Optimization exercise on an open flow, not production practice.
RTL: at most simulated, not proved equivalent.
Function not checked: runs 1 to 3, 6 and 7.
Power: default activity.

==> flow/design.v <==
module g_aoi222(input a1, a2, b1, b2, c1, c2, output y); assign y = ~((a1 & a2) | (b1 & b2) | (c1 & c2)); endmodule
module g_inv(input a, output y); assign y = ~a; endmodule
module g_nand2(input a, b, output y); assign y = ~(a & b); endmodule
module g_and3(input a, b, c, output y); assign y = a & b & c; endmodule
module g_nand3(input a, b, c, output y); assign y = ~(a & b & c); endmodule
module g_xor2(input a, b, output y); assign y = a ^ b; endmodule
module g_xnor2(input a, b, output y); assign y = ~(a ^ b); endmodule
module g_mux2i(input a0, a1, s, output y); assign y = ~(s ? a1 : a0); endmodule
module g_a21oi(input a1, a2, b1, output y); assign y = ~((a1 & a2) | b1); endmodule
module g_nand2b(input an, b, output y); assign y = ~(~an & b); endmodule
module g_fa(input a, b, c, output s, co); assign {co, s} = a + b + c; endmodule
module g_ha(input a, b, output s, co); assign {co, s} = a + b; endmodule
module g_a22o(input a1, a2, b1, b2, output y); assign y = (a1 & a2) | (b1 & b2); endmodule
module g_o21ai(input a1, a2, b1, output y); assign y = ~((a1 | a2) & b1); endmodule
module rdport #(parameter INVODD = 0) (input [7:1] sel, input [15:0] R1, R2, R3, R4, R5, R6, R7, output [15:0] D);
	genvar i;
	generate for (i = 0; i < 16; i = i + 1) begin : b
		wire x, y, z;
		g_aoi222 u0(sel[1], R1[i], sel[2], R2[i], sel[3], R3[i], x);
		g_aoi222 u1(sel[4], R4[i], sel[5], R5[i], sel[6], R6[i], y);
		g_nand2  u2(sel[7], R7[i], z);
		if (INVODD && (i % 2 == 1)) begin : n
			g_and3 u3(x, y, z, D[i]);
		end else begin : p
			g_nand3 u3(x, y, z, D[i]);
		end
	end endgenerate
endmodule
module alu(input [15:0] Ax, input [15:0] Bv, input [6:0] imm, input alusrc, input sub,
           output [15:0] S, output eq);
	wire nalusrc = ~alusrc;
	wire kk = alusrc & imm[6];
	wire [16:0] c;         
	assign c[0] = sub;
	wire [15:0] hx;        
	wire [16:0] cr;
	genvar i;
	generate for (i = 0; i < 16; i = i + 1) begin : b
		wire x, bn;        
		g_xor2 ux(Ax[i], sub, x);
		if (i < 6) begin : lo
			g_mux2i um(Bv[i], imm[i], alusrc, bn);
		end else begin : hi
			g_a21oi um(nalusrc, Bv[i], kk, bn);
		end
		g_xnor2 uh(x, bn, hx[i]);
		if (i % 2 == 0) begin : ev
			g_mux2i uc(Ax[i], c[i], hx[i], cr[i+1]);
		end else if (i != 7 && i != 11) begin : od
			g_mux2i uc(c[i], Ax[i], hx[i], cr[i+1]);
		end
		g_xor2 us(hx[i], c[i], S[i]);
		if (i != 7 && i != 11) begin : pass
			assign c[i+1] = cr[i+1];
		end
	end endgenerate
	generate for (i = 4; i < 12; i = i + 4) begin : la
		wire x1, x2, x3, G, P;
		g_nand2b ux1(hx[i], Ax[i], x1);           
		g_mux2i  ux2(x1, Ax[i+1], hx[i+1], x2);
		g_mux2i  ux3(Ax[i+2], x2, hx[i+2], x3);
		g_mux2i  ux4(x3, Ax[i+3], hx[i+3], G);
		assign P = hx[i] & ~hx[i+1] & hx[i+2] & ~hx[i+3];
		assign c[i+4] = G | (P & c[i]);
	end endgenerate
	assign eq = (&{hx[14], hx[12], hx[10], hx[8], hx[6], hx[4], hx[2], hx[0]}) &
	            ~(|{hx[15], hx[13], hx[11], hx[9], hx[7], hx[5], hx[3], hx[1]});
endmodule
module pcnext(input [15:0] PC, input rst, input taken, input [6:0] imm, output [15:0] nx);
	wire tk = taken & ~rst;
	wire ntk = ~taken & ~rst;
	wire [7:1] c;    
	wire [7:2] o;    
	wire [6:1] br, p2;
	assign nx[0] = ~rst & (PC[0] ^ (taken & imm[0]));
	assign c[1] = PC[0] | ~imm[0];
	assign p2[1] = ~PC[1];
	assign o[2] = PC[1];
	genvar i;
	generate for (i = 1; i < 7; i = i + 1) begin : lo
		g_fa f(PC[i], ~imm[i], c[i], br[i], c[i+1]);
		if (i > 1) begin : h
			g_ha h(PC[i], o[i], p2[i], o[i+1]);
		end
		g_a22o m(tk, br[i], ntk, p2[i], nx[i]);
	end endgenerate
	wire selInc = ~rst & (taken ? (c[7] & imm[6]) : o[7]);
	wire selDec = ~rst & taken & ~c[7] & ~imm[6];
	wire [16:8] O, Z;      
	assign O[8] = PC[7];
	assign Z[8] = ~PC[7];
	assign nx[7] = PC[7] ^ ((rst & PC[7]) | selInc | selDec);
	generate for (i = 8; i < 16; i = i + 1) begin : hi
		wire fn;
		if (i < 15) begin : ch
			assign O[i+1] = O[i] & PC[i];
			assign Z[i+1] = Z[i] & ~PC[i];
		end
		g_aoi222 a(rst, PC[i], selInc, O[i], selDec, Z[i], fn);
		g_xnor2 x(PC[i], fn, nx[i]);
	end endgenerate
endmodule
module Processor(clk, sw, Led, imem_addr, imem_data, dmem_addr, dmem_wdata, dmem_we, dmem_re, dmem_rdata);
input clk;
input [7:0] sw;
output [7:0] Led;
output [15:0] imem_addr;
input [15:0] imem_data;
output [15:0] dmem_addr;
output [15:0] dmem_wdata;
output dmem_we;
output dmem_re;
input [15:0] dmem_rdata;
	reg reset;
	always @(posedge clk) reset <= ~sw[0];
	wire [2:0] op = imem_data[15:13];
	wire [2:0] rs = imem_data[12:10];
	wire [2:0] rt = imem_data[9:7];
	wire [2:0] rd = imem_data[6:4];
	wire [15:0] imm = {{9{imem_data[6]}}, imem_data[6:0]};
	wire is_rr    = (op == 3'd0) | (op == 3'd6);           
	wire alusrc   = (op == 3'd1) | (op == 3'd2) | (op == 3'd3) | (op == 3'd5);
	wire sub      = (op == 3'd4) | (op == 3'd5) | (op == 3'd6);
	wire memread  = (op == 3'd2);
	wire memwrite = (op == 3'd3);
	wire branch   = (op == 3'd4);
	wire regwrite = is_rr | (op == 3'd1) | (op == 3'd2) | (op == 3'd5);
	wire [2:0] waddr = is_rr ? rd : rt;
	reg [15:0] R1, R2, R3, R4, R5, R6, R7;
	wire [7:1] ss, st, we;
	genvar j;
	generate for (j = 1; j < 8; j = j + 1) begin : dec
		wire ssn = ~(~reset & (rs == j));
		wire stn = ~(~reset & (rt == j));
		wire wen = ~(regwrite & (waddr == j));
		g_inv us(ssn, ss[j]);
		g_inv ut(stn, st[j]);
		g_inv uw(wen, we[j]);
	end endgenerate
	wire [15:0] A, Bv;
	rdport #(.INVODD(1)) pa(.sel(ss), .R1(R1), .R2(R2), .R3(R3), .R4(R4), .R5(R5), .R6(R6), .R7(R7), .D(A));
	rdport pb(.sel(st), .R1(R1), .R2(R2), .R3(R3), .R4(R4), .R5(R5), .R6(R6), .R7(R7), .D(Bv));
	wire [15:0] sum;
	wire eq;
	alu ualu(.Ax(A), .Bv(Bv), .imm(imem_data[6:0]), .alusrc(alusrc), .sub(sub), .S(sum), .eq(eq));
	wire taken = branch & ~eq;    
	assign dmem_addr  = sum;
	assign dmem_wdata = Bv;
	assign dmem_we    = memwrite;
	assign dmem_re    = memread;
	wire [15:0] wb = memread ? dmem_rdata : sum;
	always @(posedge clk) begin
		if (we[1]) R1 <= wb;
		if (we[2]) R2 <= wb;
		if (we[3]) R3 <= wb;
		if (we[4]) R4 <= wb;
		if (we[5]) R5 <= wb;
		if (we[6]) R6 <= wb;
		if (we[7]) R7 <= wb;
	end
	reg [15:0] PC;
	wire [15:0] PCn;
	pcnext upc(.PC(PC), .rst(reset), .taken(taken), .imm(imem_data[6:0]), .nx(PCn));
	always @(posedge clk) PC <= PCn;
	assign imem_addr = PC;
	wire l1 = sw[1];
	wire l2 = ~sw[1] & sw[2];
	wire l3 = ~sw[1] & ~sw[2] & sw[3];
	wire l4 = ~sw[1] & ~sw[2] & ~sw[3] & sw[4];
	generate for (j = 0; j < 8; j = j + 1) begin : led
		wire x, y;
		g_aoi222 u0(l1, R1[j], l2, R2[j], l3, R3[j], x);
		g_nand2  u1(l4, R4[j], y);
		g_nand2  u2(x, y, Led[j]);
	end endgenerate
endmodule
==> flow/flow/run.sh <==
#!/bin/bash
# Standard ORFS layout with two changes: ports are buffered with buf_1 cells
# instead of the default delay-buffer cells, and CTS inserts no dummy loads.
set -euo pipefail
export BUFFER_PORTS_ARGS="-buffer_cell sky130_fd_sc_hd__buf_1"
export CTS_ARGS="-sink_clustering_enable -repair_clock_nets -dont_use_dummy_load -buf_list sky130_fd_sc_hd__clkbuf_8 -root_buf sky130_fd_sc_hd__clkbuf_8 -sink_clustering_size 25"
bash standard.sh finish > flow.log 2>&1
==> flow/standard.sh <==
#!/bin/bash
# synth_recipe.tcl (not shown) runs the flow's synth.tcl, then flattens the netlist and writes it again
# the make line also repeats each setting of config.mk as NAME=value (left out here)
make -C /OpenROAD-flow-scripts/flow DESIGN_CONFIG=/design/flow/config.mk WORK_HOME=/design/flow/orfs CLKGATE_MAP_FILE= SYNTH_SCRIPT=/design/flow/synth_recipe.tcl "${@:-finish}"
==> flow/config.mk <==
export PLATFORM = sky130hd
export DESIGN_NAME = Processor
export DESIGN_NICKNAME = Processor
export VERILOG_FILES = /design/flow/design.v
export SDC_FILE = /design/flow/constraint.sdc
export NUM_CORES = 4
export LEC_CHECK = 0
export CAP_MARGIN = 20
export CORE_MARGIN = 2
export CORE_UTILIZATION = 40
export SETUP_SLACK_MARGIN = 0.05
export SLEW_MARGIN = 20
export SYNTH_HIERARCHICAL = 1
==> flow/constraint.sdc <==
create_clock -name core_clock -period 7.0 [get_ports {clk}]
set_input_delay 1.4000 -clock core_clock [delete_from_list [all_inputs] [get_ports {clk}]]
set_output_delay 1.4000 -clock core_clock [all_outputs]
set_load 0.01 [all_outputs]
==> flow_summary.toml, run 1 <==
[critical_path]
critPathRequiredTime_ps = 5600
worst_ep_arrival_time_ps = 5300
crit_family = "multiplexers"
start_kind = "primary input"
cpPeakStageDelay_ps = 330
crit_path_top_delay_cell = "a222oi_1"
crit_top_cell = "mux2i_2"
crit_path_end_kind = "output pin"
critPathKind = "primary input to output pin"
critPathMaxFanout = 4
critical_path.cell_chain = "buf_1 > nor2b_1 > nand2_1 > clkinvlp_4 > a222oi_1 > nand3_1 > xor2_1 > xnor2_1 > mux2i_1 > mux2i_2 > mux2i_2 > mux2i_2 > a21o_1 > a41o_1 > mux2i_2 > mux2i_1 > mux2i_1 > xor2_1 > clkbuf_2"
critPathBufInv = 3

[route]
via_per_inst = 6.21
drt-total-wl_um = 21400
via_count = 5760
route.detailed.drc = 0
antenna_left = 0
post_drt_wl_per_cell_um = 23.0
dr.pass1.iters = 10
first_iter_violations = 996

[die]
std_cell_rows = 48
io_pins = 99
die_y_um = 136
core_um2 = 17200
die-area_um2 = 18500
die_x_um = 136
initial_core_util = 0.406

[sta]
rsz0062_at_grt = "no"
fin_setup_tns_ps = 0
hold_viol = 0
skew_ps = 31.4
hold_ws_ps = 479
drv_slew = 0
setup_violations = 0
max_freq_ghz = 0.149
post-route-period-util = 0.957
relSlewSlack = 0.301
tightestPinTransition_ps = 1050
min_period_ps = 6700

[pwr]
internal_power_uw = 1500
pwr-share-clk = 0.203
swShare = 0.328
ir_worst_vdd_uv = 153
power_uw = 2230
pwr-share-seq = 0.496
p_leak_uw = 0.00296
power.density_nw_per_um2 = 274
combPwrFrac = 0.301
p_sw_uw = 730

[placement]
dp.cells = 898
port_buffers = 95
post-dp-hpwl_um = 14500
gp_congestion = 0.828

[layout]
synthToLayoutAreaGrowth_pct = 16.4
final_common_cell = "edfxtp_1"
layout_common_cells = "112 x edfxtp_1, 91 x buf_1, 80 x a222oi_1"
layout-drive-gt1-share = 0.147
fin_nets = 755
stdcell_count = 928
final_core_util = 0.472

[synthesis]
synthCells = 558
ys_warn_count = 7
synth_top_family_by_area = "compound AO/OA/AOI/OAI gates"
synth_top_cell_by_area = "edfxtp_1"
synth_edf_count = 112
synthArstFlopShare = 0
yosys.area.top_type_share = 0.483
ys_seq_area_frac = 0.531
syn_avg_cell_area_um2 = 12.5
synthAdderAreaFrac = 0.0262
synth_simple_gate_area_share = 0.118
synth_xor_area_frac = 0.0754
synth_nets = 610
synth_mux_area_frac = 0.0680
ys_top_cells_by_area = "edfxtp_1 48%, a222oi_1 11%, dfxtp_1 4.9%, xor2_1 4.4%, mux2i_1 3.7%"
synth_compound_gate_area_share = 0.156
ys_seq_elements = 129
synthDistinctLibCells = 50
syn_area_um2 = 6970
ys.flop_type = "edfxtp_1"

[grt]
grt_pass1_wl_um = 31300
grt_max_degree = 19
grt_pass1_vias = 5410
grt_antenna_before_repair = 0
grt_usage = 0.230
grt_overflow = 0

[cts]
htreeDepth = 4
clk_latency_ps = 450
cts_root_buf = "clkbuf_8"
cts_tree = "built"
cts_buffer_depth = 2
clk_pin_slew_ps = 50
clock_sinks = 129
cts_buffers = 17

[run]
maxCapViolCount = 0

[worst_hold_path]
worstHoldPathType = "flip-flop to flip-flop"

[outcome]
status = "timing/DRC/antenna clean"
-- power groups by stage --
stage / clock (uW) / sequential [uW] / combinational [uW]
finish: 451 / 1100 / 671
floorplan: 0 / 1110 / 428
global placement: 0 / 1110 / 634
global route: 493 / 1120 / 724
CTS: 459 / 1100 / 653
detailed placement: 0 / 1120 / 649
-- cell type report --
cell class	count	area, um^2
sequential	129	3700
antenna	2	5.00
tap	225	282
timing repair buffer	132	639
inverter	35	146
multi-input combinational	388	3110
fill	1576	9060
clock buffer	17	234
-- timing repair --
item	4_1_cts	5_1_grt
setup buffers	0	11
resized for setup	0	15
endpoints found under the setup margin	0	2
hold buffers	0	0
-- cell families after synthesis --
kind of cell,count (synthesis)
compound gates,117
xor+xnor,60
fa+ha+maj,11
buf+inv,41
flops,129
mux,42
simple gates,158
-- state kept, by name (all words and copies together) (netlist names) --
name   cells
R5        16
R3        16
R2        16
R6        16
R7        16
R1        16
reset      1
PC        16
R4        16
-- Yosys stat by module, one instance, submodules excluded, excerpt --
| module | flops+latches | cell area (um^2) | copies in the design |
|---|---|---|---|
| g_and3 | 0 | 6.26 | 8 |
| g_a21oi | 0 | 8.76 | 10 |
| g_xor2 | 0 | 8.76 | 32 |
| pcnext | 0 | 249 | 1 |
| g_ha | 0 | 12.5 | 5 |
| g_inv | 0 | 3.75 | 21 |
| g_xnor2 | 0 | 8.76 | 24 |
| g_fa | 0 | 20.0 | 6 |
| g_aoi222 | 0 | 10.0 | 80 |
-- Yosys cell counts, drive strengths merged (8+ instances only) --
cell	instances
mux2i	26
a21oi	15
nor2	13
a222oi	80
nand2	62
xnor2	25
xor2	35
nand3	31
inv	35
and3	10
edfxtp	112
dfxtp	17
o211ai	8
mux2	16
-- through the flow --
stage	instance area, um^2	worst slack [ps]
after floorplan	6970	779
after global placement	7760	286
after detailed placement	7760	219
after CTS	7990	195
after global routing	8110	73.0
final	8120	301
-- metal layers --
layer,GRT usage,share of wire,vias up
met4,0.0729,0.021,0
met5,0,0,-
met3,0.0578,0.11,37
met1,0.301,0.39,2792
met2,0.375,0.48,381
li1,-,-,2550
-- worst register-to-register path: cells and delay by family, from the launching register on --
kind / cells / cell delay, ps
simple gates: 9 / 2910
buf+inv: 3 / 490
flops: 1 / 710
xor+xnor: 3 / 610
compound gates: 2 / 620
-- final timing paths --
path | end | startpoint | depth (start not counted) | slack, ps
worst max register to register | PC[10] | reset | 17 | 1520
worst min-delay path | PC[15] | PC[15] | 1 | 480
worst max-delay path | dmem_addr[15] | imem_data[12] | 19 | 300
worst min register to register | PC[15] | PC[15] | 1 | 480
==> inputs of run 2 (changes only) <==
--- a/flow/design.v
+++ b/flow/design.v
@@ -1,4 +1,5 @@
 module g_aoi222(input a1, a2, b1, b2, c1, c2, output y); assign y = ~((a1 & a2) | (b1 & b2) | (c1 & c2)); endmodule
 module g_inv(input a, output y); assign y = ~a; endmodule
+module g_nor4(input a, b, c, d, output y); assign y = ~(a | b | c | d); endmodule
 module g_nand2(input a, b, output y); assign y = ~(a & b); endmodule
 module g_and3(input a, b, c, output y); assign y = a & b & c; endmodule
@@ -101,4 +102,14 @@
 	end endgenerate
 endmodule
+module dec3(input en_n, input [2:0] a, output [7:1] y);
+	wire [2:0] an;
+	g_inv i0(a[0], an[0]);
+	g_inv i1(a[1], an[1]);
+	g_inv i2(a[2], an[2]);
+	genvar j;
+	generate for (j = 1; j < 8; j = j + 1) begin : d
+		g_nor4 u(en_n, (j & 4) ? an[2] : a[2], (j & 2) ? an[1] : a[1], (j & 1) ? an[0] : a[0], y[j]);
+	end endgenerate
+endmodule
 module Processor(clk, sw, Led, imem_addr, imem_data, dmem_addr, dmem_wdata, dmem_we, dmem_re, dmem_rdata);
 input clk;
@@ -129,13 +140,8 @@
 	reg [15:0] R1, R2, R3, R4, R5, R6, R7;
 	wire [7:1] ss, st, we;
+	dec3 ds(.en_n(reset), .a(rs), .y(ss));
+	dec3 dt(.en_n(reset), .a(rt), .y(st));
+	dec3 dw(.en_n(~regwrite), .a(waddr), .y(we));
 	genvar j;
-	generate for (j = 1; j < 8; j = j + 1) begin : dec
-		wire ssn = ~(~reset & (rs == j));
-		wire stn = ~(~reset & (rt == j));
-		wire wen = ~(regwrite & (waddr == j));
-		g_inv us(ssn, ss[j]);
-		g_inv ut(stn, st[j]);
-		g_inv uw(wen, we[j]);
-	end endgenerate
 	wire [15:0] A, Bv;
 	rdport #(.INVODD(1)) pa(.sel(ss), .R1(R1), .R2(R2), .R3(R3), .R4(R4), .R5(R5), .R6(R6), .R7(R7), .D(A));
@@ -149,5 +155,9 @@
 	assign dmem_we    = memwrite;
 	assign dmem_re    = memread;
-	wire [15:0] wb = memread ? dmem_rdata : sum;
+	wire [15:0] wb;
+	wire nmemread = ~memread;
+	generate for (j = 0; j < 16; j = j + 1) begin : wbm
+		g_a22o u(memread, dmem_rdata[j], nmemread, sum[j], wb[j]);
+	end endgenerate
 	always @(posedge clk) begin
 		if (we[1]) R1 <= wb;
--- a/flow/config.mk
+++ b/flow/config.mk
@@ -8,6 +8,6 @@
 export CAP_MARGIN = 20
 export CORE_MARGIN = 2
-export CORE_UTILIZATION = 40
-export SETUP_SLACK_MARGIN = 0.05
+export CORE_UTILIZATION = 50
+export SETUP_SLACK_MARGIN = 0.0
 export SLEW_MARGIN = 20
 export SYNTH_HIERARCHICAL = 1
==> run 2 against run 1 <==
  * Setup slack got worse by 18 ps
  * Wire length increased by 0.51%
  * Combinational power decreased by 4.6%
  * Global-route usage increased by 6.7 points
  * Non-clock buffer count decreased by 5
  * Largest power group unchanged
  * Highest routed layer unchanged
==> flow_summary.toml, run 2 <==
[placement]
placed_cell_area_um2 = 7660
port_buffers = 95
place_ws_ps = 165
gp_congestion = 0.912
post-dp-hpwl_um = 13900

[grt]
grt_overflow = 0
grt_pass1_vias = 5536
grt_pass1_wl_um = 31400
grt_usage = 0.297
grt_max_degree = 18
grt_antenna_before_repair = 0

[pwr]
power.density_nw_per_um2 = 271
internal_power_uw = 1460
ir_worst_vdd_uv = 151
p_leak_uw = 0.00280
pwr-share-clk = 0.210
pwr-share-seq = 0.496
combPwrFrac = 0.294
p_sw_uw = 722
swShare = 0.331

[layout]
final_common_cell = "edfxtp_1"
layout-drive-gt1-share = 0.150
synthToLayoutAreaGrowth_pct = 18.3
layout_common_cells = "112 x edfxtp_1, 92 x buf_1, 80 x a222oi_1"
fillers = 1103
final_core_util = 0.608
fin_nets = 714
antennaDiodeCount = 0
fin_area_um2 = 8050

[synthesis]
synth_top_family_by_area = "compound AO/OA/AOI/OAI gates"
synthArstFlopShare = 0
synth_top_cell_by_area = "edfxtp_1"
ys_warn_count = 7
synth_common_cells = "112 x edfxtp_1, 80 x a222oi_1, 53 x nand2_1, 35 x xor2_1, 27 x nand3_1"
synth_mux_area_frac = 0.0417
ys_top_cells_by_area = "edfxtp_1 49%, a222oi_1 12%, dfxtp_1 5.0%, xor2_1 4.5%, nor4_2 3.9%"
synth_xor_area_frac = 0.0759
yosys.area.top_type_share = 0.494
syn_area_um2 = 6810
ys_seq_area_frac = 0.544
syn_avg_cell_area_um2 = 13.2
synth_simple_gate_area_share = 0.133
ys_seq_elements = 129
synthDistinctLibCells = 39
ys.flop_type = "edfxtp_1"
yosysMostFrequentCell = "edfxtp_1"
synth_nets = 569
synth_compound_gate_area_share = 0.165
synth_edf_count = 112
synthCells = 517
synthAdderAreaFrac = 0.0268

[critical_path]
crit_path_end_kind = "output pin"
critical_path.cell_chain = "clkbuf_2 > clkinvlp_4 > nor4_4 > a222oi_1 > nand3_1 > xor2_1 > xnor2_2 > mux2i_2 > mux2i_1 > mux2i_2 > mux2i_2 > a21o_1 > a41o_1 > mux2i_1 > mux2i_1 > mux2i_1 > xor2_1 > buf_1"
worst_ep_arrival_time_ps = 5320
cpPeakStageDelay_ps = 310
critPathKind = "primary input to output pin"
critPathMaxFanout = 4
crit_top_cell = "mux2i_1"
crit_family = "multiplexers"
critPathBufInv = 3
crit_path_top_delay_cell = "nor4_4"
start_kind = "primary input"
critPathRequiredTime_ps = 5600

[route]
post_drt_wl_per_cell_um = 25.7
antenna_left = 0
via_count = 5699
dr.pass1.iters = 12
drt-total-wl_um = 21500
via_per_inst = 6.82
first_iter_violations = 806
route.detailed.drc = 0

[worst_hold_path]
worstHoldPathType = "flip-flop to flip-flop"

[cts]
cts_buffers = 17
cts_tree = "built"
clock_sinks = 129
holdBufCountCts = 0
cts_root_buf = "clkbuf_8"
clk_latency_ps = 440
htreeDepth = 4
cts_buffer_depth = 2
clk_pin_slew_ps = 70

[sta]
hold_viol = 0
setup_ws_ps = 283
max_freq_ghz = 0.149
skew_ps = 28.0
drv_slew = 0
setup_violations = 0
post-route-period-util = 0.960
relSlewSlack = 0.414
tightestPinTransition_ps = 872
min_period_ps = 6720

[outcome]
status = "timing/DRC/antenna clean"

[die]
die-area_um2 = 14600
initial_core_util = 0.514
core_um2 = 13200
die_x_um = 121
io_pins = 99
die_y_um = 121
std_cell_rows = 42

[run]
maxCapViolCount = 0
-- run 2: cell count changes after synthesis, sizes merged, moves of 6 or more --
| cell | before | now |
|---|---|---|
| a22o | 6 | 22 |
| inv | 35 | 22 |
| mux2 | 16 | 3 |
| nand2 | 62 | 53 |
| nor2b | 7 | 1 |
| nor4 | 2 | 22 |
| o211ai | 8 | 0 |
-- run 2: cells by family (layout without fill, tap and decap cells) --
| family | count (synthesis) | count (layout) |
|---|---|---|
| AO/OA/AOI/OAI | 118 | 118 |
| XOR/XNOR | 59 | 59 |
| adder cells (fa/ha/maj) | 11 | 11 |
| buffers and inverters | 23 | 166 |
| flip-flops | 129 | 129 |
| multiplexers | 28 | 28 |
| AND/OR/NAND/NOR | 149 | 149 |
-- run 2: worst paths after layout --
path	slack, ps	cells after the start	from	end
worst min-delay path	470	1	PC[15]	PC[15]
worst max register to register	2090	17	reset	R4[15]
worst max-delay path	280	18	imem_data[10]	dmem_addr[15]
worst min register to register	470	1	PC[15]	PC[15]
-- run 2: final cells by class --
cell class | count | area, um^2 | share of cell area
Timing Repair Buffer | 127 | 646 | 0.0802
Multi-Input combinational cell | 365 | 3160 | 0.392
Inverter | 22 | 90.1 | 0.0112
Clock buffer | 17 | 234 | 0.0291
Sequential cell | 129 | 3700 | 0.460
Tap cell | 176 | 220 | 0.0274
-- run 2: metal layers --
metal  track usage  up-vias  part of all wire  routed length [um]
met2         0.451      392              0.46                9810
met4         0.139        0             0.034                 721
met3        0.0693       56              0.12                2500
met5             0        -                 0                   0
li1              -     2468                 -                   -
met1         0.403     2783              0.39                8470
-- run 2: Yosys stat by module (local to each module, per instance), a selection --
module | flip-flops and latches | copies in the design
g_nand2b | 0 | 2
g_ha | 0 | 5
g_nand3 | 0 | 24
g_fa | 0 | 6
g_aoi222 | 0 | 80
g_nor4 | 0 | 21
g_nand2 | 0 | 48
pcnext | 0 | 1
g_and3 | 0 | 8
g_mux2i | 0 | 25
g_xnor2 | 0 | 24
g_xor2 | 0 | 32
g_a21oi | 0 | 10
-- run 2: through the flow --
stage | hold slack [ps] | power, uW | std cells | TNS, ps
6_report | 474 | 2180 | 836 | 0
5_1_grt | 525 | 2290 | 836 | -39.5
4_1_cts | 486 | 2170 | 834 | 0
3_5_place_dp | 473 | 1710 | 817 | 0
3_3_place_gp | 459 | 1700 | 817 | 0
2_1_floorplan | 488 | 1490 | 517 | 0
-- run 2: repair_timing --
item,in CTS,in global routing
buffers inserted,0,2
endpoints found under the setup margin,0,2
gates resized for setup,0,29
-- run 2: power groups by stage --
| stage | Sequential [uW] | Combinational (uW) | Clock, uW |
|---|---|---|---|
| floorplan | 1090 | 394 | 0 |
| detailed placement | 1100 | 618 | 0 |
| CTS | 1080 | 622 | 466 |
| global route | 1090 | 694 | 499 |
| finish | 1080 | 640 | 457 |
| global placement | 1090 | 608 | 0 |
-- run 2: worst reg2reg max path, stage by stage (launching register included) --
cell,delay [ps]
dfxtp_1,670
buf_4,410
nor4_4,100
a222oi_1,350
nand3_1,210
xor2_1,210
xnor2_2,240
mux2i_2,280
mux2i_1,130
mux2i_2,270
mux2i_2,160
a21o_1,250
a41o_1,290
mux2i_1,250
mux2i_1,150
mux2i_1,190
xor2_1,260
a22o_1,300
==> inputs of run 3 (changes only) <==
--- a/flow/config.mk
+++ b/flow/config.mk
@@ -8,5 +8,5 @@
 export CAP_MARGIN = 20
 export CORE_MARGIN = 2
-export CORE_UTILIZATION = 50
+export CORE_UTILIZATION = 60
 export SETUP_SLACK_MARGIN = 0.0
 export SLEW_MARGIN = 20
==> run 3 against run 2 <==
  * Still clean on timing, DRC and antenna
  * Count of clock-buffer cells in the layout did not move
  * Critical path depth down 1
  * Worst hold slack worse by 4.5 ps
==> flow_summary.toml, run 3 <==
[outcome]
status = "timing/DRC/antenna clean"

[synthesis]
synthArstFlopShare = 0
synth_top_cell_by_area = "edfxtp_1"
synth_edf_count = 112
synth_xor_area_frac = 0.0759
ys_seq_area_frac = 0.544
synth_mux_area_frac = 0.0417
ys_top_cells_by_area = "edfxtp_1 49%, a222oi_1 12%, dfxtp_1 5.0%, xor2_1 4.5%, nor4_2 3.9%"
ys_seq_elements = 129
synth_top_family_by_area = "compound AO/OA/AOI/OAI gates"
synth_simple_gate_area_share = 0.133
yosysMostFrequentCell = "edfxtp_1"
synthAdderAreaFrac = 0.0268
synth_compound_gate_area_share = 0.165
syn_avg_cell_area_um2 = 13.2
ys.flop_type = "edfxtp_1"
synthDistinctLibCells = 39
synth_common_cells = "112 x edfxtp_1, 80 x a222oi_1, 53 x nand2_1, 35 x xor2_1, 27 x nand3_1"
synthCells = 517
synth_nets = 569
syn_area_um2 = 6810
ys_warn_count = 7
yosys.area.top_type_share = 0.494

[worst_hold_path]
worstHoldPathType = "flip-flop to flip-flop"

[sta]
setup_violations = 0
post-route-period-util = 0.974
hold_ws_ps = 469
hold_viol = 0
tightestPinTransition_ps = 1040
min_period_ps = 6820
drv_slew = 0
max_freq_ghz = 0.147
skew_ps = 32.0
setup_ws_ps = 183
relSlewSlack = 0.308

[route]
via_count = 5814
dr.pass1.iters = 9
first_iter_violations = 1093
antenna_left = 0
route.detailed.drc = 0
drt-total-wl_um = 20700
via_per_inst = 7.23
post_drt_wl_per_cell_um = 25.7

[die]
io_pins = 99
std_cell_rows = 38
die-area_um2 = 12200
core_um2 = 10900
die_y_um = 111
initial_core_util = 0.622
die_x_um = 111

[critical_path]
start_kind = "primary input"
critPathKind = "primary input to output pin"
critPathRequiredTime_ps = 5600
crit_path_end_kind = "output pin"
worst_ep_arrival_time_ps = 5420
critPathMaxFanout = 15

[pwr]
p_sw_uw = 719
pwr-share-seq = 0.499
power.density_nw_per_um2 = 270
combPwrFrac = 0.295
internal_power_uw = 1460
p_leak_uw = 0.00283
pwr-share-clk = 0.207
swShare = 0.331
ir_worst_vdd_uv = 223

[cts]
clk_pin_slew_ps = 60
cts_root_buf = "clkbuf_8"
cts_tree = "built"
cts_buffer_depth = 2
holdBufCountCts = 0
clk_latency_ps = 450
clock_sinks = 129
htreeDepth = 4
cts_buffers = 17

[grt]
grt_overflow = 0
grt_pass1_wl_um = 30700
grt_pass1_vias = 5610
grt_max_degree = 18
grt_antenna_before_repair = 0
grt_usage = 0.332

[run]
maxCapViolCount = 0

[layout]
final_core_util = 0.736
layout_common_cells = "112 x edfxtp_1, 92 x buf_1, 80 x a222oi_1"
antennaDiodeCount = 0
layout-drive-gt1-share = 0.158
fin_nets = 718
synthToLayoutAreaGrowth_pct = 18.2
final_common_cell = "edfxtp_1"

[placement]
gp_congestion = 0.912
place_ws_ps = 146
post-dp-hpwl_um = 13400
port_buffers = 95
[run 3: routing by layer]
metal | share of wire | GRT usage
met1 | 0.36 | 0.433
met2 | 0.47 | 0.533
met5 | 0 | 0
met4 | 0.044 | 0.145
met3 | 0.13 | 0.0785
[run 3: worst paths after layout]
check | from | to | slack (ps) | cells past startpoint
max | imem_data[9] | dmem_addr[15] | 180 | 17
min | PC[15] | PC[15] | 470 | 1
max reg2reg | reset | PC[10] | 2010 | 14
min reg2reg | PC[15] | PC[15] | 470 | 1
[run 3: kinds of logic (layout without fill, tap and decap cells)]
logic type               count (synthesis)  after routing
AO/OA/AOI/OAI                          118            118
adder cells (fa/ha/maj)                 11             11
buffers and inverters                   23            170
flip-flops                             129            129
multiplexers                            28             28
XOR/XNOR                                59             59
AND/OR/NAND/NOR                        149            149
[run 3: critical path, stage by stage]
cell and delay [ps]:
buf_1 290, inv_1 190, nor4_2 340, buf_4 330
a222oi_1 150, nand3_1 120, mux2i_1 120, xnor2_1 440
mux2i_2 350, mux2i_2 150, a21o_1 240, a41o_1 280
mux2i_1 220, mux2i_1 150, mux2i_1 200, xor2_1 250
buf_1 180
[run 3: per-stage QoR]
stage	total power, uW	TNS, ps	area (um^2)	cells
final	2170	0	8050	804
after global routing	2260	-4.21	8050	804
after CTS	2150	0	7880	800
after detailed placement	1710	0	7650	783
after global placement	1680	0	7650	783
after floorplan	1490	0	6810	517
[run 3: layout make-up]
cell class,count,area [um^2]
sequential,129,3700
multi-input combinational,365,3170
fill,738,2890
clock buffer,17,234
inverter,22,90.1
timing repair buffer,131,674
tap,140,175
[run 3: modules after synthesis, one instance, submodules excluded, a selection]
module	cells inside	cell area, um^2	flops+latches
g_nor4	1	12.5	0
g_ha	1	12.5	0
alu	12	72.6	0
g_a22o	1	8.76	0
g_xor2	1	8.76	0
g_a21oi	1	8.76	0
pcnext	40	249	0
Processor	149	3820	129
g_and3	1	6.26	0
[run 3: timing repair]
item,4_1_cts,5_1_grt
setup endpoints to repair,0,2
resized for setup,0,24
buffers inserted,0,4
[run 3: power groups by stage]
| stage | registers (uW) | logic (uW) | clock network (uW) |
|---|---|---|---|
| after global routing | 1100 | 682 | 486 |
| after detailed placement | 1100 | 611 | 0 |
| after CTS | 1080 | 614 | 453 |
| final | 1080 | 640 | 449 |
| after global placement | 1090 | 596 | 0 |
| after floorplan | 1090 | 394 | 0 |
==> inputs of run 4 (changes only) <==
--- a/flow/design.v
+++ b/flow/design.v
@@ -2,4 +2,6 @@
 module g_inv(input a, output y); assign y = ~a; endmodule
 module g_nor4(input a, b, c, d, output y); assign y = ~(a | b | c | d); endmodule
+module g_and2(input a, b, output y); assign y = a & b; endmodule
+module g_nor2b(input a, bn, output y); assign y = ~(a | ~bn); endmodule
 module g_nand2(input a, b, output y); assign y = ~(a & b); endmodule
 module g_and3(input a, b, c, output y); assign y = a & b & c; endmodule
@@ -30,6 +32,5 @@
 module alu(input [15:0] Ax, input [15:0] Bv, input [6:0] imm, input alusrc, input sub,
            output [15:0] S, output eq);
-	wire nalusrc = ~alusrc;
-	wire kk = alusrc & imm[6];
+	wire kq = ~(alusrc & ~imm[6]);
 	wire [16:0] c;         
 	assign c[0] = sub;
@@ -43,5 +44,5 @@
 			g_mux2i um(Bv[i], imm[i], alusrc, bn);
 		end else begin : hi
-			g_a21oi um(nalusrc, Bv[i], kk, bn);
+			g_o21ai um(alusrc, Bv[i], kq, bn);
 		end
 		g_xnor2 uh(x, bn, hx[i]);
@@ -95,6 +96,8 @@
 		wire fn;
 		if (i < 15) begin : ch
-			assign O[i+1] = O[i] & PC[i];
-			assign Z[i+1] = Z[i] & ~PC[i];
+			g_and2  uo(O[i], PC[i], O[i+1]);
+			wire pn;
+			g_inv   ui(PC[i], pn);
+			g_and2  uz(Z[i], pn, Z[i+1]);
 		end
 		g_aoi222 a(rst, PC[i], selInc, O[i], selDec, Z[i], fn);
@@ -103,11 +106,7 @@
 endmodule
 module dec3(input en_n, input [2:0] a, output [7:1] y);
-	wire [2:0] an;
-	g_inv i0(a[0], an[0]);
-	g_inv i1(a[1], an[1]);
-	g_inv i2(a[2], an[2]);
 	genvar j;
 	generate for (j = 1; j < 8; j = j + 1) begin : d
-		g_nor4 u(en_n, (j & 4) ? an[2] : a[2], (j & 2) ? an[1] : a[1], (j & 1) ? an[0] : a[0], y[j]);
+		assign y[j] = ~en_n & (a == j);
 	end endgenerate
 endmodule
--- a/flow/config.mk
+++ b/flow/config.mk
@@ -8,5 +8,5 @@
 export CAP_MARGIN = 20
 export CORE_MARGIN = 2
-export CORE_UTILIZATION = 60
+export CORE_UTILIZATION = 55
 export SETUP_SLACK_MARGIN = 0.0
 export SLEW_MARGIN = 20
==> run 4 against run 3 <==
  * Still clean on timing, DRC and antenna
  * Setup slack got worse by 4.5 ps
  * Via count decreased by 2.7%
  * Sequential share of layout area is 1.4 points higher
  * Register-to-register slack improved by 140 ps
  * Clock skew is 11 ps lower
  * Utilization decreased by 8.2 points
  * Worst hold slack better by 6.4 ps
  * Non-clock buffer count fell by 3
  * Wire length shrank 0.31%
  * Cell count is the same
  * Sequential power hardly changed
==> flow_summary.toml, run 4 <==
[pwr]
combPwrFrac = 0.293
p_sw_uw = 694
swShare = 0.322
internal_power_uw = 1460
pwr-share-seq = 0.497
p_leak_uw = 0.00281
ir_worst_vdd_uv = 229
pwr-share-clk = 0.210
power.density_nw_per_um2 = 276

[critical_path]
start_kind = "primary input"
crit_top_cell = "mux2i_1"
startpoint = "imem_data[12]"
crit_path_end_kind = "output pin"
critPathKind = "primary input to output pin"
crit_family = "multiplexers"
critPathRequiredTime_ps = 5600
worst_ep_arrival_time_ps = 5420
cpPeakStageDelay_ps = 380
rr_startpoint = "reset"
critPathBufInv = 2
crit_path_top_delay_cell = "and4bb_2"
critPathMaxFanout = 7
critical_path.cell_chain = "buf_1 > and4bb_2 > a222oi_1 > nand3_1 > xor2_1 > xnor2_2 > mux2i_2 > mux2i_1 > mux2i_1 > mux2i_2 > a21o_1 > a41o_1 > mux2i_2 > mux2i_1 > mux2i_1 > xor2_1 > buf_1"

[cts]
clk_pin_slew_ps = 70
clock_sinks = 129
cts_tree = "built"
htreeDepth = 4
cts_buffer_depth = 2
clk_latency_ps = 450
holdBufCountCts = 0
cts_buffers = 17
cts_root_buf = "clkbuf_8"
cts_setup_buffers = 0
cts_resized = 0

[synthesis]
synthCells = 512
ys_top_cells_by_area = "edfxtp_1 50%, a222oi_1 12%, dfxtp_1 5.1%, xor2_1 4.6%, mux2i_1 3.7%"
synth_top_cell_by_area = "edfxtp_1"
synthDistinctLibCells = 32
syn_avg_cell_area_um2 = 13.1
ys.flop_type = "edfxtp_1"
yosysMostFrequentCell = "edfxtp_1"
synth_edf_count = 112
synth_common_cells = "112 x edfxtp_1, 80 x a222oi_1, 53 x nand2_1, 35 x xor2_1, 27 x nand3_1"
ys_warn_count = 7
synthArstFlopShare = 0
ys_seq_area_frac = 0.554
ys_seq_elements = 129
yosys.area.top_type_share = 0.503
synth_nets = 564
syn_area_um2 = 6690

[placement]
gp_congestion = 0.884
dp.cells = 787
placed_cell_area_um2 = 7550
port_buffers = 95
post-dp-hpwl_um = 13400

[die]
die-area_um2 = 13100
initial_core_util = 0.559
core_um2 = 12000
die_y_um = 114
die_x_um = 114
std_cell_rows = 40
io_pins = 99

[route]
antenna_left = 0
drt-total-wl_um = 20600
route.detailed.drc = 0
via_per_inst = 7.03
via_count = 5655
dr.pass1.iters = 9
first_iter_violations = 885
post_drt_wl_per_cell_um = 25.6

[layout]
fin_nets = 711
multiInputGateArea_um2 = 3010
fin_area_um2 = 7820
antennaDiodeCount = 0
synthToLayoutAreaGrowth_pct = 16.9
layout-drive-gt1-share = 0.122
register_area_um2 = 3700
final_common_cell = "edfxtp_1"
layout_common_cells = "112 x edfxtp_1, 94 x buf_1, 80 x a222oi_1"
fillers = 955
stdcell_count = 804
final_core_util = 0.653

[sta]
hold_ws_ps = 476
skew_ps = 21.1
max_freq_ghz = 0.147
tightestPinTransition_ps = 957
hold_viol = 0
relSlewSlack = 0.361
min_period_ps = 6820
fin_setup_tns_ps = 0
drv_slew = 0
setup_violations = 0
post-route-period-util = 0.975

[grt]
grt_overflow = 0
grt_usage = 0.322
grt_antenna_before_repair = 0
grt_pass1_wl_um = 30500
grt_max_degree = 18
grt_pass1_vias = 5338

[outcome]
status = "timing/DRC/antenna clean"

[run]
maxCapViolCount = 0

[worst_hold_path]
worstHoldPathType = "flip-flop to flip-flop"
min_from = "PC[15]"
## run 4: layout make-up
cell class | count | area share
inverter | 18 | 0.00865
multi-input combinational | 365 | 0.385
tap | 147 | 0.0235
sequential | 129 | 0.474
clock buffer | 17 | 0.0299
timing repair buffer | 128 | 0.0791
## run 4: final timing paths
kind                   end  slack (ps)  cells past startpoint
max          dmem_addr[15]         180                     17
min                 PC[15]         480                      1
max reg2reg         R3[15]        2150                     16
min reg2reg         PC[15]         480                      1
## run 4: worst reg2reg max path: stages, from the launching register on
cell and delay [ps]:
dfxtp_1 640, and4bb_2 410, a222oi_1 360, nand3_1 200
xor2_1 210, xnor2_2 270, mux2i_2 310, mux2i_1 140
mux2i_1 290, mux2i_2 190, a21o_1 230, a41o_1 300
mux2i_2 230, mux2i_1 140, mux2i_1 190, xor2_1 210
a22o_1 310
## run 4: per-stage QoR
step	power, uW	setup WS [ps]
after global routing	2260	-3.94
final	2160	178
after detailed placement	1700	124
after floorplan	1480	33.3
after global placement	1680	309
after CTS	2150	104
## run 4: logic make-up after synthesis
group | after synthesis | share of synthesized area
AOI/OAI and AO/OA | 118 | 0.162
xor gates and xnor gates | 59 | 0.0773
adders and majority gates | 11 | 0.0273
buffers and inverters | 18 | 0.0101
DFF | 129 | 0.554
muxes | 28 | 0.0425
and+or+nand+nor | 149 | 0.127
## run 4: Yosys stat by module (local to each module, per instance), a selection
| module | copies in the design | area, um^2 | cells | flip-flops and latches |
|---|---|---|---|---|
| Processor | 1 | 3820 | 149 | 129 |
| pcnext | 1 | 129 | 24 | 0 |
| alu | 1 | 68.8 | 11 | 0 |
| g_fa | 6 | 20.0 | 1 | 0 |
| g_ha | 5 | 12.5 | 1 | 0 |
| g_aoi222 | 80 | 10.0 | 1 | 0 |
| g_xnor2 | 24 | 8.76 | 1 | 0 |
| g_xor2 | 32 | 8.76 | 1 | 0 |
| g_a22o | 22 | 8.76 | 1 | 0 |
| g_and2 | 14 | 6.26 | 1 | 0 |
| g_nand2b | 2 | 6.26 | 1 | 0 |
| g_nand3 | 24 | 5.00 | 1 | 0 |
## run 4: power groups by stage
| stage | Sequential, uW | Clock, uW | Combinational (uW) |
|---|---|---|---|
| 2_1_floorplan | 1090 | 0 | 395 |
| 3_3_place_gp | 1080 | 0 | 601 |
| 3_5_place_dp | 1090 | 0 | 613 |
| 4_1_cts | 1070 | 462 | 618 |
| 5_1_grt | 1080 | 493 | 684 |
| 6_report | 1070 | 454 | 632 |
## run 4: per-layer routing
| metal | vias up | GRT usage | wire, um |
|---|---|---|---|
| met2 | 451 | 0.486 | 9500 |
| met3 | 53 | 0.0768 | 2730 |
| met1 | 2704 | 0.442 | 7730 |
| li1 | 2447 | - | - |
| met5 | - | 0 | 0 |
| met4 | 0 | 0.153 | 645 |
==> inputs of run 5 (changes only) <==
--- a/flow/config.mk
+++ b/flow/config.mk
@@ -8,5 +8,5 @@
 export CAP_MARGIN = 20
 export CORE_MARGIN = 2
-export CORE_UTILIZATION = 55
+export CORE_UTILIZATION = 50
 export SETUP_SLACK_MARGIN = 0.0
 export SLEW_MARGIN = 20
==> run 5 against run 4 <==
  * Still clean
  * Sequential share of layout area down 0.19 points
  * Wire length is 3.5% higher
  * Clock power barely moved
  * Via count shrank 0.76%
  * Maximum frequency grew 0.32%
  * Synthesized cell count did not move
  * Cell area grew 0.40%
  * Clock skew barely moved
  * Utilization is 5.6 points lower
  * Largest cell class unchanged
  * Largest power group unchanged
==> flow_summary.toml, run 5 <==
[layout]
antennaDiodeCount = 0
layout_common_cells = "112 x edfxtp_1, 92 x buf_1, 80 x a222oi_1"
final_core_util = 0.597
fin_nets = 710
synthToLayoutAreaGrowth_pct = 17.3
layout-drive-gt1-share = 0.127
fillers = 1120
final_common_cell = "edfxtp_1"

[die]
core_um2 = 13100
io_pins = 99
std_cell_rows = 42
die_y_um = 120
die-area_um2 = 14300
die_x_um = 120
initial_core_util = 0.509

[synthesis]
synthArstFlopShare = 0
synth_top_cell_by_area = "edfxtp_1"
yosys.area.top_type_share = 0.503
ys_warn_count = 7
synthCells = 512
ys_seq_elements = 129
synth_common_cells = "112 x edfxtp_1, 80 x a222oi_1, 53 x nand2_1, 35 x xor2_1, 27 x nand3_1"
yosysMostFrequentCell = "edfxtp_1"
ys_top_cells_by_area = "edfxtp_1 50%, a222oi_1 12%, dfxtp_1 5.1%, xor2_1 4.6%, mux2i_1 3.7%"
ys.flop_type = "edfxtp_1"
ys_seq_area_frac = 0.554
synth_edf_count = 112
syn_avg_cell_area_um2 = 13.1
synth_nets = 564
synthDistinctLibCells = 32
syn_area_um2 = 6690

[sta]
skew_ps = 20.9
hold_viol = 0
tightestPinTransition_ps = 1030
fin_setup_tns_ps = 0
post-route-period-util = 0.971
hold_ws_ps = 483
rsz0062_at_grt = "no"
relSlewSlack = 0.314
min_period_ps = 6800
setup_violations = 0
drv_slew = 0
max_freq_ghz = 0.147

[placement]
post-dp-hpwl_um = 13700
port_buffers = 95
gp_congestion = 0.858

[grt]
grt_pass1_wl_um = 31000
use_met2 = 0.450
grt_max_degree = 18
grt_pass1_vias = 5251
grt_overflow = 0
top_usage_layer = "met2"
use_met1 = 0.437
grt_use_met3 = 0.0594
grt_usage = 0.300
grt_antenna_before_repair = 0

[pwr]
internal_power_uw = 1470
ir_worst_vdd_uv = 155
pwr-share-clk = 0.210
swShare = 0.324
p_leak_uw = 0.00281
pwr-share-seq = 0.494
p_sw_uw = 701
combPwrFrac = 0.296
power_uw = 2170
power.density_nw_per_um2 = 276

[cts]
htreeDepth = 4
holdBufCountCts = 0
clk_pin_slew_ps = 70
cts_setup_buffers = 0
cts_resized = 0
cts_buffers = 17
clock_sinks = 129
cts_root_buf = "clkbuf_8"
cts_tree = "built"
clk_latency_ps = 440
cts_buffer_depth = 2

[critical_path]
crit_path_top_delay_cell = "and4bb_2"
cpPeakStageDelay_ps = 390
critPathBufInv = 2
crit_top_cell = "mux2i_1"
crit_family = "multiplexers"
critical_path.cell_chain = "clkbuf_2 > and4bb_2 > a222oi_1 > nand3_1 > mux2i_1 > xnor2_2 > mux2i_2 > mux2i_1 > mux2i_1 > mux2i_2 > a21o_1 > a41o_1 > mux2i_2 > mux2i_1 > mux2i_1 > xor2_1 > buf_1"
critPathRequiredTime_ps = 5600
start_kind = "primary input"
crit_path_end_kind = "output pin"
critPathMaxFanout = 9
worst_ep_arrival_time_ps = 5400
critPathKind = "primary input to output pin"

[route]
antenna_left = 0
via_count = 5612
drt-total-wl_um = 21300
first_iter_violations = 983
post_drt_wl_per_cell_um = 25.6
via_per_inst = 6.75
dr.pass1.iters = 13
route.detailed.drc = 0

[worst_hold_path]
worstHoldPathType = "flip-flop to flip-flop"

[outcome]
status = "timing/DRC/antenna clean"

[run]
maxCapViolCount = 0
run 5: final timing paths:
| path | startpoint | to | slack (ps) | depth (start not counted) |
|---|---|---|---|---|
| worst max-delay path | imem_data[8] | dmem_addr[15] | 200 | 17 |
| worst min-delay path | PC[15] | PC[15] | 480 | 1 |
| worst max register to register | reset | R6[15] | 2180 | 16 |
| worst min register to register | PC[15] | PC[15] | 480 | 1 |
run 5: layout make-up:
type	instances	area, um^2	share of cell area
Tap cell	176	220	0.0281
Timing Repair Buffer	127	613	0.0781
Inverter	18	67.6	0.00861
Clock buffer	17	234	0.0298
Sequential cell	129	3700	0.472
Multi-Input combinational cell	365	3010	0.383
run 5: cell families after synthesis:
logic type	count (synthesis)	synth area share
xor+xnor	59	0.0773
buf+inv	18	0.0101
mux	28	0.0425
flops	129	0.554
fa+ha+maj	11	0.0273
compound gates	118	0.162
simple gates	149	0.127
run 5: power groups by stage:
stage               clock network (uW)  registers (uW)  logic [uW]
floorplan                            0            1090         395
finish                             455            1070         641
global route                       499            1080         691
global placement                     0            1080         610
detailed placement                   0            1090         622
CTS                                464            1070         626
run 5: through the flow:
step           cells  instance area [um^2]  setup WS (ps)
6_report         832                  7850            200
5_1_grt          832                  7850           26.5
2_1_floorplan    512                  6700           33.3
4_1_cts          831                  7810            185
3_5_place_dp     814                  7570            208
3_3_place_gp     814                  7570            304
run 5: modules after synthesis (local to each module, per instance), excerpt:
module	times used	cells	flip-flops and latches
g_fa	6	1	0
g_and2	14	1	0
g_a22o	22	1	0
g_nand2b	2	1	0
g_mux2i	25	1	0
g_xor2	32	1	0
Processor	1	149	129
g_and3	8	1	0
g_nand3	24	1	0
g_aoi222	80	1	0
g_inv	7	1	0
g_xnor2	24	1	0
g_nand2	48	1	0
run 5: routing by layer:
metal	vias to the layer above	part of all wire	wire, um
met5	-	0	0
met4	0	0.016	350
met3	37	0.13	2870
met2	404	0.45	9680
met1	2736	0.40	8430
li1	2435	-	-
==> inputs of run 6 (changes only) <==
--- a/flow/design.v
+++ b/flow/design.v
@@ -108,5 +108,6 @@
 	genvar j;
 	generate for (j = 1; j < 8; j = j + 1) begin : d
-		assign y[j] = ~en_n & (a == j);
+		wire yn = ~(~en_n & (a == j));
+		g_inv u(yn, y[j]);    
 	end endgenerate
 endmodule
==> run 6 against run 5 <==
  * Still clean on timing, DRC and antenna
  * Via count up 1.1%
  * Area after synthesis is 1.1% higher
  * First-iteration DRC count decreased by 13%
  * Cell area decreased by 0.13%
  * Critical path type unchanged
  * Critical endpoint unchanged
  * Largest power group unchanged
==> flow_summary.toml, run 6 <==
[outcome]
status = "timing/DRC/antenna clean"

[synthesis]
synth_nets = 585
syn_avg_cell_area_um2 = 12.7
synthArstFlopShare = 0
synth_edf_count = 112
yosys.area.top_type_share = 0.498
ys_top_cells_by_area = "edfxtp_1 50%, a222oi_1 12%, dfxtp_1 5.0%, xor2_1 4.5%, mux2i_1 3.7%"
synth_common_cells = "112 x edfxtp_1, 80 x a222oi_1, 53 x nand2_1, 39 x inv_1, 35 x xor2_1"
synthDistinctLibCells = 32
yosysMostFrequentCell = "edfxtp_1"
synthCells = 533
ys_seq_area_frac = 0.548
synth_top_cell_by_area = "edfxtp_1"
ys.flop_type = "edfxtp_1"
ys_seq_elements = 129
syn_area_um2 = 6760
ys_warn_count = 7

[run]
maxCapViolCount = 0

[placement]
gp_congestion = 0.881
port_buffers = 95
dp.cells = 834
post-dp-hpwl_um = 14200
place_ws_ps = 172
placed_cell_area_um2 = 7560

[layout]
layout_common_cells = "112 x edfxtp_1, 95 x buf_1, 80 x a222oi_1"
layout-drive-gt1-share = 0.0839
final_common_cell = "edfxtp_1"
fin_nets = 733
antennaDiodeCount = 0
stdcell_count = 855
synthToLayoutAreaGrowth_pct = 15.9
fin_area_um2 = 7840

[grt]
grt_usage = 0.305
grt_max_degree = 29
grt_pass1_vias = 5444
grt_overflow = 0
grt_antenna_before_repair = 0
grt_pass1_wl_um = 32100

[die]
std_cell_rows = 42
die_y_um = 120
die-area_um2 = 14500
core_um2 = 13200
die_x_um = 120
initial_core_util = 0.510
io_pins = 99

[pwr]
power.density_nw_per_um2 = 278
p_leak_uw = 0.00296
ir_worst_vdd_uv = 170
power_uw = 2180

[critical_path]
crit_path_end_kind = "output pin"
start_kind = "primary input"
critPathRequiredTime_ps = 5600
critPathKind = "primary input to output pin"
worst_ep_arrival_time_ps = 5360
critPathMaxFanout = 7

[route]
first_iter_violations = 854
post_drt_wl_per_cell_um = 25.4
via_count = 5671
met2WireLength_um = 10400
wl_met3_um = 2530
top_layer = "met4"
drt-total-wl_um = 21800
antenna_left = 0
wirelength_met1_um = 8400
via_per_inst = 6.63
dr.pass1.iters = 9
route.detailed.drc = 0

[sta]
hold_viol = 0
min_period_ps = 6760
fin_setup_tns_ps = 0
max_freq_ghz = 0.148
skew_ps = 28.7
setup_violations = 0
setup_ws_ps = 242
post-route-period-util = 0.965
relSlewSlack = 0.310
tightestPinTransition_ps = 1030
drv_slew = 0
rsz0062_at_grt = "no"

[cts]
htreeDepth = 4
clk_pin_slew_ps = 70
cts_buffers = 17
cts_buffer_depth = 2
cts_root_buf = "clkbuf_8"
clock_sinks = 129
cts_tree = "built"
clk_latency_ps = 450

[worst_hold_path]
worstHoldPathType = "flip-flop to flip-flop"
==> run 6: metrics by stage <==
stage,hold WS (ps),util
3_5_place_dp,473,0.571
6_report,484,0.592
2_1_floorplan,488,-
4_1_cts,485,0.589
5_1_grt,519,0.592
3_3_place_gp,463,0.571
==> run 6: modules after synthesis, one instance, submodules excluded, excerpt <==
module,cells,times used
g_xnor2,1,24
g_fa,1,6
g_nand2b,1,2
g_inv,1,28
g_xor2,1,32
dec3,7,3
alu,11,1
==> run 6: path summary, 6_finish.rpt <==
check	from	endpoint	slack, ps	depth (start not counted)
worst max-delay path	imem_data[11]	dmem_addr[15]	240	18
worst min-delay path	PC[15]	PC[15]	480	1
worst max register to register	reset	R1[15]	2320	18
worst min register to register	PC[15]	PC[15]	480	1
==> run 6: final cells by class <==
type | instances | area, um^2
multi-input combinational | 365 | 2920
timing repair buffer | 129 | 612
sequential | 129 | 3700
inverter | 39 | 150
clock buffer | 17 | 234
fill | 1150 | 5410
tap | 176 | 220
==> run 6: power by group <==
group          total, uW  switching, uW  internal [uW]
Sequential          1070           60.7           1010
Combinational        644            403            240
Clock                463            250            213
Total               2180            714           1460
==> run 6: per-layer routing <==
| metal | track usage | vias to the layer above |
|---|---|---|
| met5 | 0 | - |
| met1 | 0.397 | 2771 |
| li1 | - | 2483 |
| met3 | 0.0783 | 36 |
| met4 | 0.0988 | 0 |
| met2 | 0.500 | 381 |
==> run 6: timing repair <==
action,in CTS,in global routing
hold buffers,0,0
setup endpoints to repair,0,1
resized for setup,0,2
buffers inserted,0,4
==> run 6: worst max-delay path, stage by stage <==
cell      delay [ps]
buf_1            130
or4b_1           530
inv_1            180
buf_4            190
a222oi_1         100
and3_1           210
xor2_1           150
xnor2_1          270
mux2i_1          280
mux2i_1          150
mux2i_2          290
a21o_1           230
a41o_1           270
mux2i_1          140
mux2i_1          290
mux2i_1          140
xor2_1           220
buf_1            180
==> run 6: cells by family after synthesis <==
logic type,share of synthesized area
and+or+nand+nor,0.124
DFF,0.548
AOI/OAI and AO/OA,0.161
xor gates and xnor gates,0.0765
buffers and inverters,0.0217
muxes,0.0420
adders and majority gates,0.0270
==> inputs of run 7 (changes only) <==
==> flow/flow/run.sh (replaced) <==
#!/bin/bash
# Standard ORFS layout with two changes: ports are buffered with buf_1 cells
# instead of the default delay-buffer cells, and CTS inserts no dummy loads.
set -euo pipefail
export BUFFER_PORTS_ARGS="-buffer_cell sky130_fd_sc_hd__buf_1"
export CTS_ARGS="-sink_clustering_enable -repair_clock_nets -dont_use_dummy_load -buf_list sky130_fd_sc_hd__clkbuf_4 -root_buf sky130_fd_sc_hd__clkbuf_8 -sink_clustering_size 25"
bash standard.sh finish > flow.log 2>&1
==> run 7 against run 6 <==
  * Area after synthesis unchanged
  * Synthesized cell count stayed put
  * Global-route usage is essentially flat
  * Combinational power is essentially flat
  * Sequential power about the same
  * Highest routed layer unchanged
  * Clock skew increased by 17 ps
  * Worst hold slack improved by 8.7 ps
  * Critical path type unchanged
==> flow_summary.toml, run 7 <==
[placement]
port_buffers = 95
place_ws_ps = 172
post-dp-hpwl_um = 14200
placed_cell_area_um2 = 7560
gp_congestion = 0.881

[route]
drt-total-wl_um = 21600
route.detailed.drc = 0
dr.pass1.iters = 7
via_count = 5677
via_per_inst = 6.64
first_iter_violations = 741
post_drt_wl_per_cell_um = 25.3
antenna_left = 0

[cts]
cts_tree = "built"
cts_root_buf = "clkbuf_8"
clk_latency_ps = 440
cts_buffers = 17
clk_pin_slew_ps = 90
cts_buffer_depth = 2
holdBufCountCts = 0
clock_sinks = 129
htreeDepth = 4

[die]
initial_core_util = 0.510
core_um2 = 13200
die_y_um = 120
die-area_um2 = 14500
std_cell_rows = 42
io_pins = 99
die_x_um = 120

[synthesis]
synthArstFlopShare = 0
synth_edf_count = 112
yosys.area.top_type_share = 0.498
synth_compound_gate_area_share = 0.161
synthDistinctLibCells = 32
synthAdderAreaFrac = 0.0270
yosysMostFrequentCell = "edfxtp_1"
synth_top_family_by_area = "compound AO/OA/AOI/OAI gates"
ys.flop_type = "edfxtp_1"
synth_nets = 585
syn_area_um2 = 6760
synth_xor_area_frac = 0.0765
ys_top_cells_by_area = "edfxtp_1 50%, a222oi_1 12%, dfxtp_1 5.0%, xor2_1 4.5%, mux2i_1 3.7%"
ys_warn_count = 7
ys_seq_area_frac = 0.548
synthCells = 533
synth_top_cell_by_area = "edfxtp_1"
synth_mux_area_frac = 0.0420
synth_common_cells = "112 x edfxtp_1, 80 x a222oi_1, 53 x nand2_1, 39 x inv_1, 35 x xor2_1"
ys_seq_elements = 129
synth_simple_gate_area_share = 0.124
syn_avg_cell_area_um2 = 12.7

[pwr]
p_leak_uw = 0.00293
ir_worst_vdd_uv = 155
power.density_nw_per_um2 = 268

[grt]
grt_usage = 0.305
grt_pass1_vias = 5464
grt_max_degree = 29
grt_pass1_wl_um = 31900
grt_overflow = 0
grt_antenna_before_repair = 0

[critical_path]
critPathKind = "primary input to output pin"
r2r_slack_ps = 2290
start_kind = "primary input"
critPathRequiredTime_ps = 5600
critPathMaxFanout = 7
worst_ep_arrival_time_ps = 5390
crit_path_end_kind = "output pin"

[layout]
synthToLayoutAreaGrowth_pct = 14.4
final_common_cell = "edfxtp_1"
layout-drive-gt1-share = 0.0825
layout_common_cells = "112 x edfxtp_1, 95 x buf_1, 80 x a222oi_1"
antennaDiodeCount = 0
fillers = 1158
final_core_util = 0.584
fin_nets = 733
fin_area_um2 = 7730

[sta]
relSlewSlack = 0.304
post-route-period-util = 0.970
setup_violations = 0
setup_ws_ps = 207
tightestPinTransition_ps = 1040
rsz0062_at_grt = "no"
skew_ps = 45.7
fin_setup_tns_ps = 0
min_period_ps = 6790
drv_slew = 0
hold_viol = 0
max_freq_ghz = 0.147

[outcome]
status = "timing/DRC/antenna clean"

[worst_hold_path]
worstHoldPathType = "flip-flop to flip-flop"

[run]
maxCapViolCount = 0
[run 7: cell counts after synthesis]
No cell type changed its count.
[run 7: area by class of cell]
cell class	instances	area, um^2	share of cell area
Sequential cell	129	3700	0.479
Clock buffer	17	134	0.0173
Inverter	39	146	0.0189
Tap cell	176	220	0.0285
Timing Repair Buffer	129	612	0.0791
Multi-Input combinational cell	365	2920	0.377
[run 7: worst paths after layout]
path,cells after the start,endpoint,start
worst min-delay path,1,PC[15],PC[15]
worst min register to register,1,PC[15],PC[15]
worst max-delay path,18,dmem_addr[15],imem_data[11]
worst max register to register,18,R3[15],reset
[run 7: what timing repair did]
| item | 4_1_cts | 5_1_grt |
|---|---|---|
| resized for setup | 0 | 1 |
| endpoints found under the setup margin | 0 | 1 |
| buffers inserted | 0 | 4 |
[run 7: where the power goes]
group / internal (uW) / leakage (uW) / switching [uW]
sequential: 1010 / 0.00117 / 60.7
clock: 119 / 0.0000808 / 237
combinational: 243 / 0.00168 / 402
[run 7: worst max-delay path, cell delays in order]
cell and delay (ps):
buf_1 130, or4b_1 530, inv_1 190, buf_4 200, a222oi_1 110, and3_1 230, xor2_1 150, xnor2_1 280
mux2i_1 280, mux2i_1 150, mux2i_2 270, a21o_1 220, a41o_1 270, mux2i_1 140, mux2i_1 290, mux2i_1 140
xor2_1 220, buf_1 180
[run 7: Yosys stat by module (local to each module, per instance), a selection]
module / area (um^2) / copies in the design / flops+latches
g_nand3: 5.00 / 24 / 0
pcnext: 129 / 1 / 0
g_o21ai: 5.00 / 10 / 0
g_inv: 3.75 / 28 / 0
g_and2: 6.26 / 14 / 0
g_xnor2: 8.76 / 24 / 0
Processor: 3820 / 1 / 129
[run 7: stage by stage]
stage / hold WS [ps] / std cells / total power [uW]
after floorplan: 488 / 533 / 1480
after global placement: 463 / 834 / 1690
after detailed placement: 473 / 834 / 1710
after CTS: 490 / 851 / 2060
after global routing: 523 / 855 / 2170
final: 492 / 855 / 2070
[run 7: logic make-up (layout without fill, tap and decap cells)]
group | Yosys count | in the layout
multiplexers | 28 | 28
AND/OR/NAND/NOR | 149 | 149
buffers and inverters | 39 | 185
XOR/XNOR | 59 | 59
AO/OA/AOI/OAI | 118 | 118
adder cells (fa/ha/maj) | 11 | 11
flip-flops | 129 | 129
[run 7: per-layer routing]
layer / routed length [um] / up-vias / track usage
met1: 8320 / 2784 / 0.392
met4: 637 / 0 / 0.116
met2: 10400 / 357 / 0.492
li1: - / 2485 / -
met5: 0 / - / 0
met3: 2290 / 51 / 0.0854
==> inputs of run 8 (changes only) <==
--- a/flow/design.v
+++ b/flow/design.v
@@ -108,6 +108,5 @@
 	genvar j;
 	generate for (j = 1; j < 8; j = j + 1) begin : d
-		wire yn = ~(~en_n & (a == j));
-		g_inv u(yn, y[j]);    
+		assign y[j] = ~en_n & (a == j);
 	end endgenerate
 endmodule
==> run 8 against run 7 <==
  * Via count is 1.1% lower
  * Sequential power about the same
  * Sequential share of layout area fell by 0.085 points
  * Cell count is 2.7% lower
  * Flip-flop and latch count unchanged
  * Utilization increased by 0.57 points
  * Largest power group unchanged
  * Global-route usage shrank 0.49 points
  * First-iteration DRC count is 25% higher
  * Critical path depth down 1
  * Power shrank 0.58%
  * Combinational power about the same
  * Count of clock-buffer cells in the layout unchanged
==> flow_summary.toml, run 8 <==
[outcome]
status = "timing/DRC/antenna clean"

[grt]
grt_pass1_vias = 5254
grt_overflow = 0
grt_max_degree = 18
grt_antenna_before_repair = 0
grt_usage = 0.300
grt_pass1_wl_um = 31000

[cts]
clk_latency_ps = 420
htreeDepth = 4
clock_sinks = 129
holdBufCountCts = 0
cts_buffer_depth = 2
cts_buffers = 17
cts_tree = "built"
clk_pin_slew_ps = 100
cts_root_buf = "clkbuf_8"

[pwr]
internal_power_uw = 1370
combPwrFrac = 0.312
pwr-share-seq = 0.520
pwr-share-clk = 0.168
p_sw_uw = 688
ir_worst_vdd_uv = 139
power.density_nw_per_um2 = 266
swShare = 0.334
power_uw = 2060
p_leak_uw = 0.00277

[route]
first_iter_violations = 925
drt-total-wl_um = 21400
antenna_left = 0
dr.pass1.iters = 10
via_per_inst = 6.75
route.detailed.drc = 0
via_count = 5614
post_drt_wl_per_cell_um = 25.7

[synthesis]
synthDistinctLibCells = 32
synth_edf_count = 112
syn_area_um2 = 6690
ys_seq_area_frac = 0.554
yosysMostFrequentCell = "edfxtp_1"
ys_warn_count = 7
synth_top_cell_by_area = "edfxtp_1"
ys_top_cells_by_area = "edfxtp_1 50%, a222oi_1 12%, dfxtp_1 5.1%, xor2_1 4.6%, mux2i_1 3.7%"
syn_avg_cell_area_um2 = 13.1
synthCells = 512
synthArstFlopShare = 0
ys.flop_type = "edfxtp_1"
synth_common_cells = "112 x edfxtp_1, 80 x a222oi_1, 53 x nand2_1, 35 x xor2_1, 27 x nand3_1"
ys_seq_elements = 129
yosys.area.top_type_share = 0.503
synth_nets = 564

[layout]
stdcell_count = 832
synthToLayoutAreaGrowth_pct = 15.8
layout-drive-gt1-share = 0.127
antennaDiodeCount = 0
fin_area_um2 = 7750
fillers = 1132
fin_nets = 710
layout_common_cells = "112 x edfxtp_1, 92 x buf_1, 80 x a222oi_1"
final_common_cell = "edfxtp_1"

[critical_path]
cpPeakStageDelay_ps = 390
critical_path.cell_chain = "clkbuf_2 > and4bb_2 > a222oi_1 > nand3_1 > mux2i_1 > xnor2_2 > mux2i_2 > mux2i_1 > mux2i_1 > mux2i_2 > a21o_1 > a41o_1 > mux2i_2 > mux2i_1 > mux2i_1 > xor2_1 > buf_1"
critPathKind = "primary input to output pin"
start_kind = "primary input"
crit_path_top_delay_cell = "and4bb_2"
critPathMaxFanout = 9
crit_path_end_kind = "output pin"
crit_top_cell = "mux2i_1"
critPathBufInv = 2
crit_family = "multiplexers"
worst_ep_arrival_time_ps = 5370
critPathRequiredTime_ps = 5600

[sta]
setup_violations = 0
relSlewSlack = 0.277
rsz0062_at_grt = "no"
drv_slew = 0
fin_setup_tns_ps = 0
hold_ws_ps = 484
max_freq_ghz = 0.148
tightestPinTransition_ps = 1080
min_period_ps = 6770
post-route-period-util = 0.967
skew_ps = 33.8
hold_viol = 0

[worst_hold_path]
worstHoldPathType = "flip-flop to flip-flop"

[die]
core_um2 = 13100
die_x_um = 120
die_y_um = 120
std_cell_rows = 42
die-area_um2 = 14300
io_pins = 99
initial_core_util = 0.509

[placement]
dp.cells = 814
post-dp-hpwl_um = 13700
gp_congestion = 0.858
placed_cell_area_um2 = 7570
port_buffers = 95

[run]
maxCapViolCount = 0
## run 8: kinds of logic after synthesis
kind of cell / count (synthesis) / synth area share
flip-flops: 129 / 0.554
AND/OR/NAND/NOR: 149 / 0.127
AO/OA/AOI/OAI: 118 / 0.162
XOR/XNOR: 59 / 0.0773
buffers and inverters: 18 / 0.0101
multiplexers: 28 / 0.0425
adder cells (fa/ha/maj): 11 / 0.0273
## run 8: modules after synthesis, one instance, submodules excluded, a selection
module     area (um^2)  copies in the design
Processor         3820                     1
pcnext             129                     1
dec3              75.1                     3
g_fa              20.0                     6
g_ha              12.5                     5
g_aoi222          10.0                    80
g_mux2i           10.0                    25
g_a22o            8.76                    22
g_and3            6.26                     8
g_nand2b          6.26                     2
g_and2            6.26                    14
g_o21ai           5.00                    10
g_inv             3.75                     7
g_nand2           3.75                    48
## run 8: per-stage QoR
| stage | utilization | setup WS, ps |
|---|---|---|
| after floorplan | - | 33.3 |
| after global placement | 0.577 | 304 |
| after detailed placement | 0.577 | 208 |
| after CTS | 0.587 | 185 |
| after global routing | 0.590 | 26.5 |
| final | 0.590 | 230 |
## run 8: routing by layer
metal	track usage	vias to the layer above	routed length (um)
li1	-	2440	-
met1	0.437	2765	8600
met2	0.454	379	9770
met3	0.0494	30	2710
met4	0.112	0	328
met5	0	-	0
## run 8: final cells by class
cell class / instances / area (um^2) / share of cell area
inverters: 18 / 67.6 / 0.00872
clock buffers: 17 / 134 / 0.0173
flip-flops and latches: 129 / 3700 / 0.478
repair buffers: 127 / 613 / 0.0791
well taps: 176 / 220 / 0.0284
multi-input cells: 365 / 3010 / 0.388
## run 8: path summary, 6_finish.rpt
kind,startpoint,cells after the start,slack [ps],end
max,imem_data[8],17,230,dmem_addr[15]
min,PC[15],1,480,PC[15]
max reg2reg,reset,16,2200,R6[15]
min reg2reg,PC[15],1,480,PC[15]
## run 8: what timing repair did
item | CTS | global route
setup buffers | 0 | 0
setup endpoints to repair | 0 | 1
gates resized for setup | 0 | 8
## run 8: power groups by stage
stage          clock network, uW  logic [uW]  registers [uW]
2_1_floorplan                  0         395            1090
3_3_place_gp                   0         610            1080
3_5_place_dp                   0         622            1090
4_1_cts                      353         625            1070
5_1_grt                      386         691            1080
6_report                     346         642            1070
